Background: an optimization exercise with open tools, aiming at small area, a short achievable clock period and few clock cycles per item. Do not read the settings as production practice.
Only simulation tests tie the RTL to the original design; equivalence was not proved.

== the baseline ==
==> module Cfu, before the edit <==
module Cfu (
    input               cmd_valid,
    output              cmd_ready,
    input      [9:0]    cmd_payload_function_id,
    input      [31:0]   cmd_payload_inputs_0,
    input      [31:0]   cmd_payload_inputs_1,
    output              rsp_valid,
    input               rsp_ready,
    output     [31:0]   rsp_payload_outputs_0,
    input               reset,
    input               clk
);
    reg [31:0] InputOffset, FilterOffset, accumulator;
    reg [31:0] acc0, acc1, acc2, acc3, global_input;
    reg  [3:0] zf;       
    reg [31:0] kprod;    
    reg [31:0] cg;       
    reg [31:0] hold;     
    reg  [9:0] sg;       
    reg [14:0] bdig;     
    reg [17:0] pa, pb;   
    reg        pend;     
    reg        f0seen;   
    reg        f0ph;     
    reg  [2:0] kstep;    
    reg        op_mac, op_cg, op_p2;
    reg  [1:0] op_k;
    reg  [3:0] rdhaz;    
    wire       op_p1 = f0ph;    
    wire [31:0] in0 = cmd_payload_inputs_0;
    wire [31:0] in1 = cmd_payload_inputs_1;
    wire [6:0]  f   = cmd_payload_function_id[9:3];
    wire [15:0] lo = 16'd1 << f[3:0];
    wire  [3:0] l2 = 4'd1 << f[1:0];
    wire fz    = ~(f[6] | f[5] | f[4]);
    wire is0   = fz & lo[0];
    wire is1   = fz & lo[1];
    wire is2   = fz & lo[2];
    wire is3   = fz & lo[3];
    wire is4   = fz & lo[4];
    wire is5   = fz & lo[5];
    wire isMac = fz & (lo[6] | lo[7] | lo[8] | lo[9]);
    wire is10  = fz & lo[10];
    wire isRd  = fz & (lo[11] | lo[12] | lo[13] | lo[14]);
    wire fast  = is0 | is5 | isMac | is10 | isRd;    
    wire [1:0] kmac = {~f[1], f[0]};               
    wire kbusy = (kstep != 3'd0);
    wire stall = (is0 & ~f0ph)
               | ((is0 | is5 | isMac) & kbusy)
               | (is4 & op_p2)
               | (isRd & rdhaz[f[1:0]]);
    assign cmd_ready = ~pend & ~stall;
    wire   accept    = cmd_valid & cmd_ready;
    assign rsp_valid = pend | (accept & fast);
    wire [31:0] acc0z = acc0 & {32{~zf[0]}};
    wire [31:0] acc1z = acc1 & {32{~zf[1]}};
    wire [31:0] acc2z = acc2 & {32{~zf[2]}};
    wire [31:0] acc3z = acc3 & {32{~zf[3]}};
    wire [31:0] accsel_r = f[1] ? (f[0] ? acc0z : acc3z) : (f[0] ? acc2z : acc1z);
    assign rsp_payload_outputs_0 = pend ? hold : (f[3] ? accsel_r : accumulator);
    reg [31:0] rval;
    always @(*) begin
        if (is0 | is4)            rval = accumulator;
        else if (is2 | is3)       rval = in0;
        else if (isRd)            rval = accsel_r;
        else                      rval = 32'd0;
    end
    wire [31:0] pu = f0seen ? in1 : global_input;
    wire [17:0] qa, qb;
    cfu_prod prod (.U(pu), .V(in0), .A(qa), .B(qb));
    wire [31:0] sin = f0seen ? in1 : in0;
    wire [9:0]  s0;
    cfu_ssum ssum (.W(sin), .S(s0));
    reg  [9:0]  snext;
    always @(*) begin
        case (kstep)
            3'd1: snext = {2'b00, InputOffset[31:24]};
            3'd2: snext = {2'b00, InputOffset[23:16]};
            3'd3: snext = {2'b00, InputOffset[15:8]};
            3'd4: snext = {2'b00, InputOffset[7:0]};
            3'd5: snext = sg;
            default: snext = s0;
        endcase
    end
    wire [10:0] se = {snext, 1'b0};
    reg  [4:0]  bone, btwo, bneg;
    integer j;
    always @(*) begin
        for (j = 0; j < 5; j = j + 1) begin
            bone[j] = se[2*j+1] ^ se[2*j];
            btwo[j] = (se[2*j+2] & ~se[2*j+1] & ~se[2*j]) | (~se[2*j+2] & se[2*j+1] & se[2*j]);
            bneg[j] = se[2*j+2];
        end
    end
    wire kstepping = (kstep >= 3'd2);
    reg [31:0] accsel_m;
    always @(*) begin
        case (op_k)
            2'd0: accsel_m = acc0;
            2'd1: accsel_m = acc1;
            2'd2: accsel_m = acc2;
            default: accsel_m = acc3;
        endcase
    end
    wire        pen = op_mac | op_p1;
    wire [31:0] X = (op_mac | op_p1) ? InputOffset : FilterOffset;
    wire [31:0] C = op_mac ? cg : ((op_p1 | op_cg) ? {kprod[29:0], 2'b00} : 32'd0);
    wire [31:0] M = kstepping ? ((kstep == 3'd2) ? 32'd0 : {kprod[23:0], 8'd0}) :
                    (op_p1 | op_p2) ? accumulator :
                    (op_mac & ~zf[op_k]) ? accsel_m : 32'd0;
    wire [31:0] R;
    cfu_dp dp (.A(pa), .B(pb), .pen(pen), .X(X), .M(M), .C(C),
               .bone(bdig[4:0]), .btwo(bdig[9:5]), .bneg(bdig[14:10]), .R(R));
    always @(posedge clk) begin
        bdig <= {bneg, btwo, bone};
        pa <= qa;
        pb <= qb;
        if (~pend) hold <= rval;
        if (reset) begin
            InputOffset <= 32'd0;
            FilterOffset <= 32'd0;
            accumulator <= 32'd0;
            zf <= 4'b1111;
            global_input <= 32'd0;
            sg <= 10'd0;
            pend <= 1'b0;
            f0seen <= 1'b0;
            f0ph <= 1'b0;
            kstep <= 3'd1;       
            op_mac <= 1'b0; op_cg <= 1'b0; op_p2 <= 1'b0;
            op_k <= 2'd0;
            rdhaz <= 4'd0;
        end else begin
            pend <= pend ? ~rsp_ready : (accept & (~fast | ~rsp_ready));
            f0seen <= cmd_valid & ~pend & is0 & ~f0seen & ~f0ph & ~kbusy;
            f0ph <= f0seen;
            op_p2  <= accept & is0;
            op_mac <= accept & isMac;
            op_k   <= kmac;
            rdhaz  <= {4{accept & isMac}} & {l2[2], l2[1], l2[0], l2[3]};
            op_cg  <= (accept & is5) | ((kstep == 3'd5) & ~(accept & (is2 | is3)));
            if (accept & is2) InputOffset <= in0;
            if (accept & is3) FilterOffset <= in0;
            if (accept & (is2 | is3)) kstep <= 3'd1;
            else if (kbusy) kstep <= (kstep == 3'd5) ? 3'd0 : kstep + 3'd1;
            if (kstepping) kprod <= R;
            if (op_cg) cg <= R;
            if (accept & is5) begin
                global_input <= in0;
                sg <= s0;
            end
            if (accept & is1) accumulator <= 32'd0;
            else if (op_p1 | op_p2) accumulator <= R;
            if (accept & is10) zf <= 4'b1111;
            else if (op_mac) zf <= zf & ~(4'b0001 << op_k);
        end
        if (op_mac) begin
            case (op_k)
                2'd0: acc0 <= R;
                2'd1: acc1 <= R;
                2'd2: acc2 <= R;
                default: acc3 <= R;
            endcase
        end
    end
endmodule
clock: 20.0 ns
lec_check: 0
cap_margin: 20
core_margin: 2
core_utilization: 60
slew_margin: 20
standard.sh (not shown) runs the stock make flow with config.mk's settings and CLKGATE_MAP_FILE= SYNTH_SCRIPT=/design/flow/synth_recipe.tcl, a recipe that flattens the netlist after the stock synthesis.
==> flow/flow/run.sh <==
#!/bin/bash
cp standard.sh standard_sh_copy.txt
export SETUP_SLACK_MARGIN=10.5
export BUFFER_PORTS_ARGS="-buffer_cell sky130_fd_sc_hd__buf_2"
bash standard.sh finish > standard_finish.log 2>&1
Testbench counts of the baseline, summed over its fixed seeds: cycles 13,495, items 12,741.
Edits applied to the flow inputs when going from the baseline to the candidate:
--- a/flow/design.v
+++ b/flow/design.v
@@ -17,13 +17,12 @@
     reg [31:0] cg;       
     reg [31:0] hold;     
     reg  [9:0] sg;       
     reg [14:0] bdig;     
     reg [17:0] pa, pb;   
     reg        pend;     
-    reg        f0seen;   
     reg        f0ph;     
     reg  [2:0] kstep;    
     reg        op_mac, op_cg, op_p2;
     reg  [1:0] op_k;
     reg  [3:0] rdhaz;    
     wire       op_p1 = f0ph;    
@@ -39,13 +38,13 @@
     wire is3   = fz & lo[3];
     wire is4   = fz & lo[4];
     wire is5   = fz & lo[5];
     wire isMac = fz & (lo[6] | lo[7] | lo[8] | lo[9]);
     wire is10  = fz & lo[10];
     wire isRd  = fz & (lo[11] | lo[12] | lo[13] | lo[14]);
-    wire fast  = is0 | is5 | isMac | is10 | isRd;    
+    wire fast  = is0 | is4 | is5 | isMac | is10 | isRd;    
     wire [1:0] kmac = {~f[1], f[0]};               
     wire kbusy = (kstep != 3'd0);
     wire stall = (is0 & ~f0ph)
                | ((is0 | is5 | isMac) & kbusy)
                | (is4 & op_p2)
                | (isRd & rdhaz[f[1:0]]);
@@ -62,16 +61,17 @@
     always @(*) begin
         if (is0 | is4)            rval = accumulator;
         else if (is2 | is3)       rval = in0;
         else if (isRd)            rval = accsel_r;
         else                      rval = 32'd0;
     end
-    wire [31:0] pu = f0seen ? in1 : global_input;
+    wire        f0first = ~f[3] & ~f[2] & ~f0ph;    
+    wire [31:0] pu = (f[3] | f[2]) ? global_input : in1;
     wire [17:0] qa, qb;
     cfu_prod prod (.U(pu), .V(in0), .A(qa), .B(qb));
-    wire [31:0] sin = f0seen ? in1 : in0;
+    wire [31:0] sin = f0first ? in1 : in0;
     wire [9:0]  s0;
     cfu_ssum ssum (.W(sin), .S(s0));
     reg  [9:0]  snext;
     always @(*) begin
         case (kstep)
             3'd1: snext = {2'b00, InputOffset[31:24]};
@@ -121,22 +121,20 @@
             FilterOffset <= 32'd0;
             accumulator <= 32'd0;
             zf <= 4'b1111;
             global_input <= 32'd0;
             sg <= 10'd0;
             pend <= 1'b0;
-            f0seen <= 1'b0;
             f0ph <= 1'b0;
             kstep <= 3'd1;       
             op_mac <= 1'b0; op_cg <= 1'b0; op_p2 <= 1'b0;
             op_k <= 2'd0;
             rdhaz <= 4'd0;
         end else begin
             pend <= pend ? ~rsp_ready : (accept & (~fast | ~rsp_ready));
-            f0seen <= cmd_valid & ~pend & is0 & ~f0seen & ~f0ph & ~kbusy;
-            f0ph <= f0seen;
+            f0ph <= cmd_valid & ~pend & is0 & ~f0ph & ~kbusy;
             op_p2  <= accept & is0;
             op_mac <= accept & isMac;
             op_k   <= kmac;
             rdhaz  <= {4{accept & isMac}} & {l2[2], l2[1], l2[0], l2[3]};
             op_cg  <= (accept & is5) | ((kstep == 3'd5) & ~(accept & (is2 | is3)));
             if (accept & is2) InputOffset <= in0;
## What came out
Between the candidate and the baseline, the core occupancy in the finished layout is higher for the candidate. In the metrics for the candidate and the baseline, the one carrying the higher number of cells after detailed placement is the candidate. Cell count went up slightly going from the baseline to the candidate. Going from the baseline to the candidate, wire length on met3 grew by more than 10%. Side by side, first-pass GRT wire length turned out higher in the candidate than in the baseline. In the metrics for the candidate and the baseline, the one carrying the lower number of DRC markers in iteration 0 is the baseline. The candidate completed end to end with timing, DRC and antenna clean. On setup slack, the higher figure sits with the candidate, not the baseline.
Testbench counts of the candidate, summed over its fixed seeds: cycles 13,166, items 12,741.

[afterwards: timing with drivers on the ports]
How much do the figures lean on ideal ports? The routed layouts below were timed once more, with nothing changed but the port constraints.
Step 1 assumes that a clkbuf_16 drives the clock port and a buf_2 every other input.
Step 2 also shifts input and output timing later by t, the mid clock arrival at the registers, as if the neighbouring blocks saw the same clock.
a / b / c = no drivers / after step 1 / after step 2; a / b = the first two.
| run | shift t [ns] | setup slack, ns | worst hold slack (ns) | worst setup path after step 2 | pins driven straight from the clock port |
|---|---|---|---|---|---|
| the baseline | 0.661 | 10.314 / 10.268 / 10.268 | 0.470 / 0.470 / 0.470 | input to output | 1 |
| the candidate | 0.655 | 10.396 / 10.295 / 10.069 | 0.455 / 0.455 / 0.455 | input to register | 1 |
After both steps every run listed still meets setup and hold. The setup slack of the candidate, which loses most, moves by -0.101 ns with the drivers and by -0.327 ns with both steps.
